Source: an optimization exercise on an open RTL-to-GDS flow (aim: small area). Production flows keep margins and buffers that such runs may drop.
RTL that was checked went through simulation tests only; none was proved equivalent to the original.
Power figures rest on the tool's default switching activity, not on a simulated workload.

old:
## cmd_int
module cmd_int(
input    wire        i_clk,
input    wire        i_rst,
input    wire        i_data_valid,
input    wire [7:0]  i_data,
output   reg         o_buff_en,
output   wire        o_data_valid,
output   wire [7:0]  o_data,
output   reg         o_srst,
output   reg         o_pgrm_icap,
output   wire [26:0] o_ddr_strt_addr,
output   wire [19:0] o_trans_len,
output   reg         o_load,
input    wire  [19:0]i_icap_clk_cnt,
input    wire  [19:0]i_total_clk_cnt,
input    wire        i_uart_tx_buffer_full,
input    wire        i_dma_done,
output   reg         o_pr_reset
);
function [3:0] cls;
  input [7:0] c;
  case (c)
    8'h31: cls = 4'd1;  
    8'h32: cls = 4'd2;  
    8'h41: cls = 4'd3;  
    8'h43: cls = 4'd4;  
    8'h44: cls = 4'd5;  
    8'h45: cls = 4'd6;  
    8'h49: cls = 4'd7;  
    8'h4C: cls = 4'd8;  
    8'h4D: cls = 4'd9;  
    8'h4E: cls = 4'd10;  
    8'h4F: cls = 4'd11;  
  ...
Settings: LEC_CHECK=0, CAP_MARGIN=20, CORE_MARGIN=2, CORE_UTILIZATION=70, PLACE_DENSITY=0.8, SLEW_MARGIN=20; clock period 5.0 ns.
standard.sh (not shown) runs the stock make flow with config.mk's settings and CLKGATE_MAP_FILE= SYNTH_SCRIPT=/design/flow/synth_recipe.tcl, a recipe that flattens the netlist after the stock synthesis.
==> flow/flow/run.sh <==
#!/bin/bash
# Own layout flow: the standard ORFS flow (standard.sh, unchanged synthesis),
# with two layout settings that ORFS reads from the environment:
#  - the port buffers that buffer_ports inserts use the smallest buffer cell
#    (every input and output port still gets its own buffer);
#  - clock tree synthesis without dummy loads, with the clustering given below.
set -euo pipefail
export BUFFER_PORTS_ARGS="-buffer_cell sky130_fd_sc_hd__buf_1"
export CTS_ARGS="-sink_clustering_enable -repair_clock_nets -dont_use_dummy_load -buf_list sky130_fd_sc_hd__clkbuf_4 -sink_clustering_size 10 -sink_clustering_max_diameter 30"
bash standard.sh finish > flow_standard.log 2>&1
--- input diff old..new ---
--- a/flow/design.v
+++ b/flow/design.v
@@ -109,18 +109,17 @@
 reg  [23:0] addr_reg;                
 reg  [19:0] len_reg;                 
 reg  [43:0] mem0, mem1, mem2, mem3;  
 wire m_cmod   = (ac == AC_CMOD);
 wire st_cmod  = (state == CMOD);
 wire st_start = (state == START);
 wire buff_wr_en = (state == DMOD) & (ac == AC_PEND);
 wire [7:0] cnt_sel = ({8{sel[0]}} & cnt0) | ({8{sel[1]}} & cnt1) | ({8{sel[2]}} & cnt2) | ({8{sel[3]}} & cnt3);
-wire       tx_rst  = ~st_cmod;
-wire [7:0] tx_data = cnt_sel | {2'b00, tx_rst, tx_rst, 3'b000, tx_bit};
+wire [7:0] tx_data = st_cmod ? {cnt_sel[7:4] + 4'd3, cnt_sel[3:0]} : {7'b0011000, tx_bit};
 assign o_data_valid = (state == DMOD) ? 1'b0 : i_data_valid | tx_valid;
 assign o_data       = tx_valid ? tx_data : i_data;
 wire [3:0]  rd_sel  = sel & {4{~cur_sel}};
 wire [43:0] rd_data = ({44{rd_sel[0]}} & mem0) | ({44{rd_sel[1]}} & mem1) | ({44{rd_sel[2]}} & mem2) | ({44{rd_sel[3]}} & mem3);
 wire [43:0] out_data = rd_data | ({44{cur_sel}} & {addr_reg, len_reg});
 assign o_ddr_strt_addr = {3'b000, out_data[43:20]};
 assign o_trans_len     = out_data[19:0];
 wire [3:0] digit = (i_data < 8'd58) ? i_data[3:0] : i_data[3:0] + 4'd9;
@@ -136,17 +135,17 @@
         ac <= AC_ROOT;
     else if (i_data_valid)
         ac <= ac_next(ac, i_data);
 end
 always @(posedge i_clk) begin
     cur_sel <= i_rst | ~((state == CINT) & i_data_valid);
     sel <= {4{((state == CINT) | (state == NCON)) & i_data_valid}} &
            {i_data[1:0] == 2'd3, i_data[1:0] == 2'd2, i_data[1:0] == 2'd1, i_data[1:0] == 2'd0};
-    tx_bit  <= rst_bit & ((state == RST1) | (state == RST2));    
+    tx_bit  <= rst_bit;    
 end
 always @(posedge i_clk) begin
     if (~i_rst & (state == SADR) & i_data_valid) begin
         case (len_cnt[2:0])
             3'd0: addr_reg[23:20] <= digit;
             3'd1: addr_reg[19:16] <= digit;
             3'd2: addr_reg[15:12] <= digit;
             3'd3: addr_reg[11:8]  <= digit;
@@ -168,17 +167,17 @@
         case (buff_wr_addr)
             2'd0: mem0 <= {addr_reg, len_reg};
             2'd1: mem1 <= {addr_reg, len_reg};
             2'd2: mem2 <= {addr_reg, len_reg};
             default: mem3 <= {addr_reg, len_reg};
         endcase
     end
 end
-wire [7:0] cnt_d  = i_rst ? 8'h30 : cnt_sel + 8'd1;
+wire [7:0] cnt_d  = (cnt_sel + 8'd1) & {8{~i_rst}};
 wire [3:0] cnt_we = {4{i_rst}} | ({4{st_start}} & sel);
 always @(posedge i_clk) begin
     if (cnt_we[0]) cnt0 <= cnt_d;
     if (cnt_we[1]) cnt1 <= cnt_d;
     if (cnt_we[2]) cnt2 <= cnt_d;
     if (cnt_we[3]) cnt3 <= cnt_d;
 end
 always @(posedge i_clk) begin
- Result: PASS for each of new and old
- Setup WNS old -> new: better
- Area of all placed cells without fillers of new is on par with old.
- Synthesized cell count, new and old: lower on new
- In the metrics for new and old, the one carrying the higher arrival time reported for the critical path endpoint is old.
- Maximum clock rate went up by a few percent going from old to new.
- The estimated power of new ends up lower than the estimate for old.
- As far as overall global routing resource usage is concerned, new and old perform about the same.
- new vs old — area after synthesis rose 54 µm².
- For the signed area change from the synthesized netlist to the final layout, new came in 0.28 points lower than old did.
- The detailed-routing wirelength on met1 of new exceeds that of old by about 2.3%.
- The higher post-synthesis share of cell area spent on and, or, nand and nor gates came out of old.
- Summary — global-route wire length before repair, new relative to old: lower, by 400 µm.
- Clock insertion delay at the later pin of the skew report: new vs old, no meaningful difference
- The xor/xnor cell area share of the yosys netlist of new and that of old are within noise of each other.
Only the layout flow was run in old; the RTL was not checked for function there.

* * *

## rev 12
RTL: one of the versions met above, not the one the previous note started from.
Size: roughly 940 cells after synthesis, ~280 flip-flops, ~110 I/O pins, about 0.012 mm2 of cells after synthesis.
==> flow/config.mk <==
export PLATFORM = sky130hd
export DESIGN_NAME = cmd_int
export DESIGN_NICKNAME = cmd_int
export VERILOG_FILES = /design/flow/design.v
export SDC_FILE = /design/flow/constraint.sdc
export NUM_CORES = 8
export LEC_CHECK = 0
export CAP_MARGIN = 20
export CORE_MARGIN = 2
export CORE_UTILIZATION = 80
export PLACE_DENSITY = 0.9
export SLEW_MARGIN = 20
==> flow/constraint.sdc <==
create_clock -name core_clock -period 5.0 [get_ports {i_clk}]
set_input_delay 1.0000 -clock core_clock [delete_from_list [all_inputs] [get_ports {i_clk}]]
set_output_delay 1.0000 -clock core_clock [all_outputs]
set_load 0.01 [all_outputs]
Scripts as last shown in full above: flow/flow/run.sh
Having completed the whole flow, rev 12 delivered a layout that passed the timing, DRC and antenna checks.
For rev 13, these inputs were changed with respect to rev 12:
--- a/flow/design.v
+++ b/flow/design.v
@@ -109,17 +109,18 @@
 reg  [23:0] addr_reg;                
 reg  [19:0] len_reg;                 
 reg  [43:0] mem0, mem1, mem2, mem3;  
 wire m_cmod   = (ac == AC_CMOD);
 wire st_cmod  = (state == CMOD);
 wire st_start = (state == START);
 wire buff_wr_en = (state == DMOD) & (ac == AC_PEND);
 wire [7:0] cnt_sel = ({8{sel[0]}} & cnt0) | ({8{sel[1]}} & cnt1) | ({8{sel[2]}} & cnt2) | ({8{sel[3]}} & cnt3);
-wire [7:0] tx_data = st_cmod ? {cnt_sel[7:4] + 4'd3, cnt_sel[3:0]} : {7'b0011000, tx_bit};
+wire       tx_rst  = ~st_cmod;
+wire [7:0] tx_data = cnt_sel | {2'b00, tx_rst, tx_rst, 3'b000, tx_bit};
 assign o_data_valid = (state == DMOD) ? 1'b0 : i_data_valid | tx_valid;
 assign o_data       = tx_valid ? tx_data : i_data;
 wire [3:0]  rd_sel  = sel & {4{~cur_sel}};
 wire [43:0] rd_data = ({44{rd_sel[0]}} & mem0) | ({44{rd_sel[1]}} & mem1) | ({44{rd_sel[2]}} & mem2) | ({44{rd_sel[3]}} & mem3);
 wire [43:0] out_data = rd_data | ({44{cur_sel}} & {addr_reg, len_reg});
 assign o_ddr_strt_addr = {3'b000, out_data[43:20]};
 assign o_trans_len     = out_data[19:0];
 wire [3:0] digit = (i_data < 8'd58) ? i_data[3:0] : i_data[3:0] + 4'd9;
@@ -135,17 +136,17 @@
         ac <= AC_ROOT;
     else if (i_data_valid)
         ac <= ac_next(ac, i_data);
 end
 always @(posedge i_clk) begin
     cur_sel <= i_rst | ~((state == CINT) & i_data_valid);
     sel <= {4{((state == CINT) | (state == NCON)) & i_data_valid}} &
            {i_data[1:0] == 2'd3, i_data[1:0] == 2'd2, i_data[1:0] == 2'd1, i_data[1:0] == 2'd0};
-    tx_bit  <= rst_bit;    
+    tx_bit  <= rst_bit & ((state == RST1) | (state == RST2));    
 end
 always @(posedge i_clk) begin
     if (~i_rst & (state == SADR) & i_data_valid) begin
         case (len_cnt[2:0])
             3'd0: addr_reg[23:20] <= digit;
             3'd1: addr_reg[19:16] <= digit;
             3'd2: addr_reg[15:12] <= digit;
             3'd3: addr_reg[11:8]  <= digit;
@@ -167,17 +168,17 @@
         case (buff_wr_addr)
             2'd0: mem0 <= {addr_reg, len_reg};
             2'd1: mem1 <= {addr_reg, len_reg};
             2'd2: mem2 <= {addr_reg, len_reg};
             default: mem3 <= {addr_reg, len_reg};
         endcase
     end
 end
-wire [7:0] cnt_d  = (cnt_sel + 8'd1) & {8{~i_rst}};
+wire [7:0] cnt_d  = i_rst ? 8'h30 : cnt_sel + 8'd1;
 wire [3:0] cnt_we = {4{i_rst}} | ({4{st_start}} & sel);
 always @(posedge i_clk) begin
     if (cnt_we[0]) cnt0 <= cnt_d;
     if (cnt_we[1]) cnt1 <= cnt_d;
     if (cnt_we[2]) cnt2 <= cnt_d;
     if (cnt_we[3]) cnt3 <= cnt_d;
 end
 always @(posedge i_clk) begin
## What came out
- On post-route standard cell area excluding fillers, rev 13 and rev 12 are basically level.
- Between rev 12 and rev 13, the cell count went up.
- Compared with rev 12, rev 13 shows buffer count excluding the clock tree in the final layout that has gone up by a few percent.
- Clock buffer count from CTS grows by a few percent when moving from rev 12 to rev 13.
- On fraction of area in clock buffers and inverters, rev 13 and rev 12 are neck and neck.
- Total length of routed met2 wires of rev 13 falls short of that of rev 12 by more than 10%.
- Summary of rev 13 over rev 12: instance count of the mapped netlist grew by 2.1%; global-route usage moved down.
- Compared with rev 12, rev 13 shows maximum ir drop on the vdd rail that has gone up by more than a quarter.
- As of rev 13, total via count after detailed routing had fallen by a few percent compared to rev 12.
- Going from rev 12 to rev 13, register share of total power dropped 1.4 points; total chip power climbed 0.15 mW; number of fill cells climbed 87; wire length of the first global-routing pass dropped about 6%.
Only the layout flow was run in rev 13; the RTL was not checked for function there.

* * *

Another version of the RTL of cmd_int (not shown whole).
For scale: roughly 910 cells after synthesis, ~280 flip-flops, about 110 I/O pins, roughly 0.012 sq mm of cells after synthesis.
==> flow/config.mk <==
export PLATFORM = sky130hd
export DESIGN_NAME = cmd_int
export DESIGN_NICKNAME = cmd_int
export VERILOG_FILES = /design/flow/design.v
export SDC_FILE = /design/flow/constraint.sdc
export NUM_CORES = 8
export LEC_CHECK = 0
export CAP_MARGIN = 20
export CORE_MARGIN = 2
export CORE_UTILIZATION = 70
export PLACE_DENSITY = 0.8
export SLEW_MARGIN = 20
==> flow/constraint.sdc <==
create_clock -name core_clock -period 5.0 [get_ports {i_clk}]
set_input_delay 1.0000 -clock core_clock [delete_from_list [all_inputs] [get_ports {i_clk}]]
set_output_delay 1.0000 -clock core_clock [all_outputs]
set_load 0.01 [all_outputs]
==> flow/flow/run.sh <==
#!/bin/bash
# Own layout flow: the standard ORFS flow (standard.sh, unchanged synthesis),
# with two layout settings that ORFS reads from the environment:
#  - the port buffers that buffer_ports inserts use the smallest buffer cell
#    (every input and output port still gets its own buffer);
#  - clock tree synthesis without dummy loads, with the clustering given below.
set -euo pipefail
export BUFFER_PORTS_ARGS="-buffer_cell sky130_fd_sc_hd__buf_1"
export CTS_ARGS="-sink_clustering_enable -repair_clock_nets -dont_use_dummy_load -buf_list {sky130_fd_sc_hd__clkbuf_4 sky130_fd_sc_hd__clkbuf_8} -root_buf sky130_fd_sc_hd__clkbuf_8 -sink_clustering_buffer sky130_fd_sc_hd__clkbuf_4 -sink_clustering_size 12 -sink_clustering_max_diameter 35"
bash standard.sh finish > flow_standard.log 2>&1
Then changed:
--- a/flow/design.v
+++ b/flow/design.v
@@ -88,19 +88,19 @@
 localparam [5:0] AC_PICP = 6'd50;
 localparam [5:0] AC_RST1 = 6'd5;
 localparam [5:0] AC_RST2 = 6'd9;
 localparam [5:0] AC_CINT = 6'd62;
 localparam [5:0] AC_NCON = 6'd42;
 localparam [5:0] AC_RPRR = 6'd1;
 localparam [5:0] AC_ROOT = 6'd0;
 localparam [5:0] AC_PEND = 6'd2;
 localparam AC_W = 6;
-localparam [3:0] CMOD = 4'd14, CMODL = 4'd10, DMOD = 4'd8, SADR = 4'd15, SLEN = 4'd9, SRST1 = 4'd4, SRST2 = 4'd13, PICP1 = 4'd11, PICP2 = 4'd12, RST1 = 4'd1, RST2 = 4'd0, CINT = 4'd3, START = 4'd2, NCON = 4'd6, RPRR1 = 4'd5, RPRR2 = 4'd7;
+localparam [3:0] CMOD = 4'd7, CMODL = 4'd15, DMOD = 4'd0, SADR = 4'd14, SLEN = 4'd1, SRST1 = 4'd6, SRST2 = 4'd5, PICP1 = 4'd9, PICP2 = 4'd11, RST1 = 4'd3, RST2 = 4'd12, CINT = 4'd2, START = 4'd13, NCON = 4'd10, RPRR1 = 4'd4, RPRR2 = 4'd8;
 reg  [AC_W-1:0] ac;
 reg  [3:0]  state;
 reg  [4:0]  len_cnt;
 reg         tx_valid;
 reg         tx_bit;
 reg  [1:0]  buff_wr_addr;
 reg  [3:0]  sel;                     
 reg         cur_sel;                 
 reg  [7:0]  cnt0, cnt1, cnt2, cnt3;  
After rerunning: Combinational power went up by 9.2%. Cell area went up by 0.49%. Clock-buffer cell count went up by 1. Critical path depth stays the same. Non-clock buffer count went down by 2. Clock skew went down by 15 ps.
For the second run of this note, only the layout was checked, not whether the RTL still works.

* * *

cmd_int, a different RTL version from the one above (not shown whole).
Size: roughly 950 cells after synthesis, roughly 280 flip-flops.
export LEC_CHECK = 0
export CAP_MARGIN = 20
export CORE_MARGIN = 2
export CORE_UTILIZATION = 40
export SLEW_MARGIN = 20
create_clock -name core_clock -period 5.0 [get_ports {i_clk}]
==> flow/flow/run.sh <==
#!/bin/bash
# Own layout flow: the standard ORFS flow (standard.sh, unchanged synthesis),
# with two layout settings that ORFS reads from the environment:
#  - the port buffers that buffer_ports inserts use the smallest buffer cell
#    (every input and output port still gets its own buffer);
#  - clock tree synthesis without dummy loads, with the clustering given below.
set -euo pipefail
export BUFFER_PORTS_ARGS="-buffer_cell sky130_fd_sc_hd__buf_1"
export CTS_ARGS="-sink_clustering_enable -repair_clock_nets -dont_use_dummy_load -buf_list sky130_fd_sc_hd__clkbuf_8 -sink_clustering_size 20 -sink_clustering_max_diameter 50"
bash standard.sh finish > flow_standard.log 2>&1
Rerun with:
--- a/flow/design.v
+++ b/flow/design.v
@@ -90,17 +90,16 @@
 localparam [5:0] AC_RST2 = 6'd9;
 localparam [5:0] AC_CINT = 6'd62;
 localparam [5:0] AC_NCON = 6'd42;
 localparam [5:0] AC_RPRR = 6'd1;
 localparam [5:0] AC_ROOT = 6'd0;
 localparam [5:0] AC_PEND = 6'd2;
-localparam AC_W = 6;
 localparam [3:0] CMOD = 4'd0, DMOD = 4'd1, SADR = 4'd2, SLEN = 4'd3, SRST = 4'd4,
                  PICP = 4'd5, RST1 = 4'd6, RST2 = 4'd7, CINT = 4'd8, START = 4'd9,
                  NCON = 4'd10, RPRR = 4'd11;
-reg  [AC_W-1:0] ac;
+reg  [$bits(AC_ROOT)-1:0] ac;
 reg  [3:0]  state;
 reg  [4:0]  len_cnt;
 reg         tx_valid;
 reg         tx_bit;
 reg  [1:0]  buff_wr_addr;
 reg  [3:0]  sel;                     
@@ -118,15 +117,13 @@
 assign o_data       = tx_valid ? tx_data : i_data;
 wire [43:0] rd_data = ({44{sel[0]}} & mem0) | ({44{sel[1]}} & mem1) | ({44{sel[2]}} & mem2) | ({44{sel[3]}} & mem3);
 wire [43:0] out_data = st_start ? rd_data : {addr_reg, len_reg};
 assign o_ddr_strt_addr = {3'b000, out_data[43:20]};
 assign o_trans_len     = out_data[19:0];
 wire [3:0] digit = (i_data < 8'd58) ? i_data[3:0] : i_data[3:0] + 4'd9;
-wire [19:0] icap_rev  = {i_icap_clk_cnt[0], i_icap_clk_cnt[1], i_icap_clk_cnt[2], i_icap_clk_cnt[3], i_icap_clk_cnt[4], i_icap_clk_cnt[5], i_icap_clk_cnt[6], i_icap_clk_cnt[7], i_icap_clk_cnt[8], i_icap_clk_cnt[9], i_icap_clk_cnt[10], i_icap_clk_cnt[11], i_icap_clk_cnt[12], i_icap_clk_cnt[13], i_icap_clk_cnt[14], i_icap_clk_cnt[15], i_icap_clk_cnt[16], i_icap_clk_cnt[17], i_icap_clk_cnt[18], i_icap_clk_cnt[19]};
-wire [19:0] total_rev = {i_total_clk_cnt[0], i_total_clk_cnt[1], i_total_clk_cnt[2], i_total_clk_cnt[3], i_total_clk_cnt[4], i_total_clk_cnt[5], i_total_clk_cnt[6], i_total_clk_cnt[7], i_total_clk_cnt[8], i_total_clk_cnt[9], i_total_clk_cnt[10], i_total_clk_cnt[11], i_total_clk_cnt[12], i_total_clk_cnt[13], i_total_clk_cnt[14], i_total_clk_cnt[15], i_total_clk_cnt[16], i_total_clk_cnt[17], i_total_clk_cnt[18], i_total_clk_cnt[19]};
-wire       rst_bit = (state == RST1) ? icap_rev[len_cnt] : total_rev[len_cnt];
+wire       rst_bit = (state == RST1) ? i_icap_clk_cnt[len_cnt] : i_total_clk_cnt[len_cnt];
 always @(posedge i_clk) begin
     if (i_rst)
         ac <= AC_ROOT;
     else if (st_cmod & ((ac == AC_DMOD) | (ac == AC_PICP) | (ac == AC_RST1) | (ac == AC_RST2) | (ac == AC_CINT)))
         ac <= AC_PEND;
     else if (ac == AC_PEND)
@@ -164,19 +161,22 @@
             2'd1: mem1 <= {addr_reg, len_reg};
             2'd2: mem2 <= {addr_reg, len_reg};
             default: mem3 <= {addr_reg, len_reg};
         endcase
     end
 end
-wire [7:0] cnt_d  = (cnt_sel + 8'd1) & {8{~i_rst}};
-wire [3:0] cnt_we = {4{i_rst}} | ({4{st_start}} & sel);
-always @(posedge i_clk) begin
-    if (cnt_we[0]) cnt0 <= cnt_d;
-    if (cnt_we[1]) cnt1 <= cnt_d;
-    if (cnt_we[2]) cnt2 <= cnt_d;
-    if (cnt_we[3]) cnt3 <= cnt_d;
+wire [7:0] cnt_inc = cnt_sel + 8'd1;
+always @(posedge i_clk) begin
+    if (i_rst) begin
+        cnt0 <= 8'd0; cnt1 <= 8'd0; cnt2 <= 8'd0; cnt3 <= 8'd0;
+    end else if (st_start) begin
+        if (sel[0]) cnt0 <= cnt_inc;
+        if (sel[1]) cnt1 <= cnt_inc;
+        if (sel[2]) cnt2 <= cnt_inc;
+        if (sel[3]) cnt3 <= cnt_inc;
+    end
 end
 always @(posedge i_clk) begin
     if (i_rst) begin
         state        <= CMOD;
         o_buff_en    <= 1'b0;
         len_cnt      <= 5'd0;
@@ -198,14 +198,14 @@
                 case (ac)
                     AC_DMOD: state <= DMOD;
                     AC_SADR: state <= SADR;
                     AC_SLEN: state <= SLEN;
                     AC_SRST: state <= SRST;
                     AC_PICP: begin state <= PICP; o_pgrm_icap <= 1'b1; end
-                    AC_RST1: state <= RST1;
-                    AC_RST2: state <= RST2;
+                    AC_RST1: begin state <= RST1; len_cnt <= 5'd19; end
+                    AC_RST2: begin state <= RST2; len_cnt <= 5'd19; end
                     AC_CINT: state <= CINT;
                     AC_NCON: state <= NCON;
                     AC_RPRR: state <= RPRR;
                     default: ;
                 endcase
             end
@@ -235,19 +235,19 @@
             end
             PICP: begin
                 o_pgrm_icap <= 1'b0;
                 if (i_dma_done) state <= CMOD;
             end
             RST1, RST2: begin
-                if (~i_uart_tx_buffer_full & (len_cnt != 5'd20)) begin
+                if (~i_uart_tx_buffer_full & (len_cnt != 5'd31)) begin
                     tx_bit   <= rst_bit;
-                    len_cnt  <= len_cnt + 5'd1;
+                    len_cnt  <= len_cnt - 5'd1;
                     tx_valid <= 1'b1;
                 end else
                     tx_valid <= 1'b0;
-                if (len_cnt == 5'd20) state <= CMOD;
+                if (len_cnt == 5'd31) state <= CMOD;
             end
             CINT: begin
                 if (i_data_valid) begin
                     o_load <= 1'b1;
                     state  <= START;
                 end
- routed wire length increases by 1.1%
- area after synthesis grows by 1.8%
- final area increases by 1.0%
- first-iteration DRC count is higher by 27%
- power grows by 5.2%
- critical path depth stays the same
- final cell count grows by 7.4%
- fmax increases by 1.3%
- register-to-register slack gets worse by 20 ps
- die area increases by 1.7%
- global-route usage stays flat
- clock power came out higher by about 5%
Function not checked in the second run of this note: the RTL went through the layout flow alone.

==> static timing again, ports no longer ideal <==
How much do the figures lean on ideal ports? The routed layouts below were timed once more, with nothing changed but the port constraints. Step 1 sets driving cells, clkbuf_16 on the clock port and buf_2 on the other inputs (assumed; they add their load-dependent delay and slew). Step 2 times the ports against the registers' clock, not the clock port: input delays grow and output delays shrink by t, the midpoint of the rising clock arrivals with the driver on. Slacks: no drivers / after step 1 / after step 2; pairs: no drivers / after step 1.
run | shift t [ns] | slack for setup (ns) | latest minus earliest clock arrival (ns) | worst slew at a driven data input, ns | pins driven straight from the clock port
old | 0.634 | 1.135 / 1.097 / 1.355 | 0.110 / 0.110 | 0.04 | 1
new | 0.635 | 1.224 / 1.190 / 1.395 | 0.082 / 0.083 | 0.05 | 1
rev 12 | 0.655 | 1.029 / 0.988 / 1.353 | 0.109 / 0.109 | 0.05 | 1
rev 13 | 0.650 | 1.096 / 1.055 / 1.396 | 0.101 / 0.101 | 0.04 | 1
the first run of note 3 | 0.545 | 1.278 / 1.232 / 1.354 | 0.081 / 0.080 | 0.04 | 1
the second run of note 3 | 0.528 | 1.254 / 1.219 / 1.456 | 0.066 / 0.066 | 0.05 | 1
the first run of note 4 | 0.586 | 0.973 / 0.928 / 1.340 | 0.097 / 0.096 | 0.05 | 1
the second run of note 4 | 0.599 | 1.023 / 0.976 / 1.369 | 0.065 / 0.064 | 0.04 | 1
After both steps every run listed still meets setup and hold.
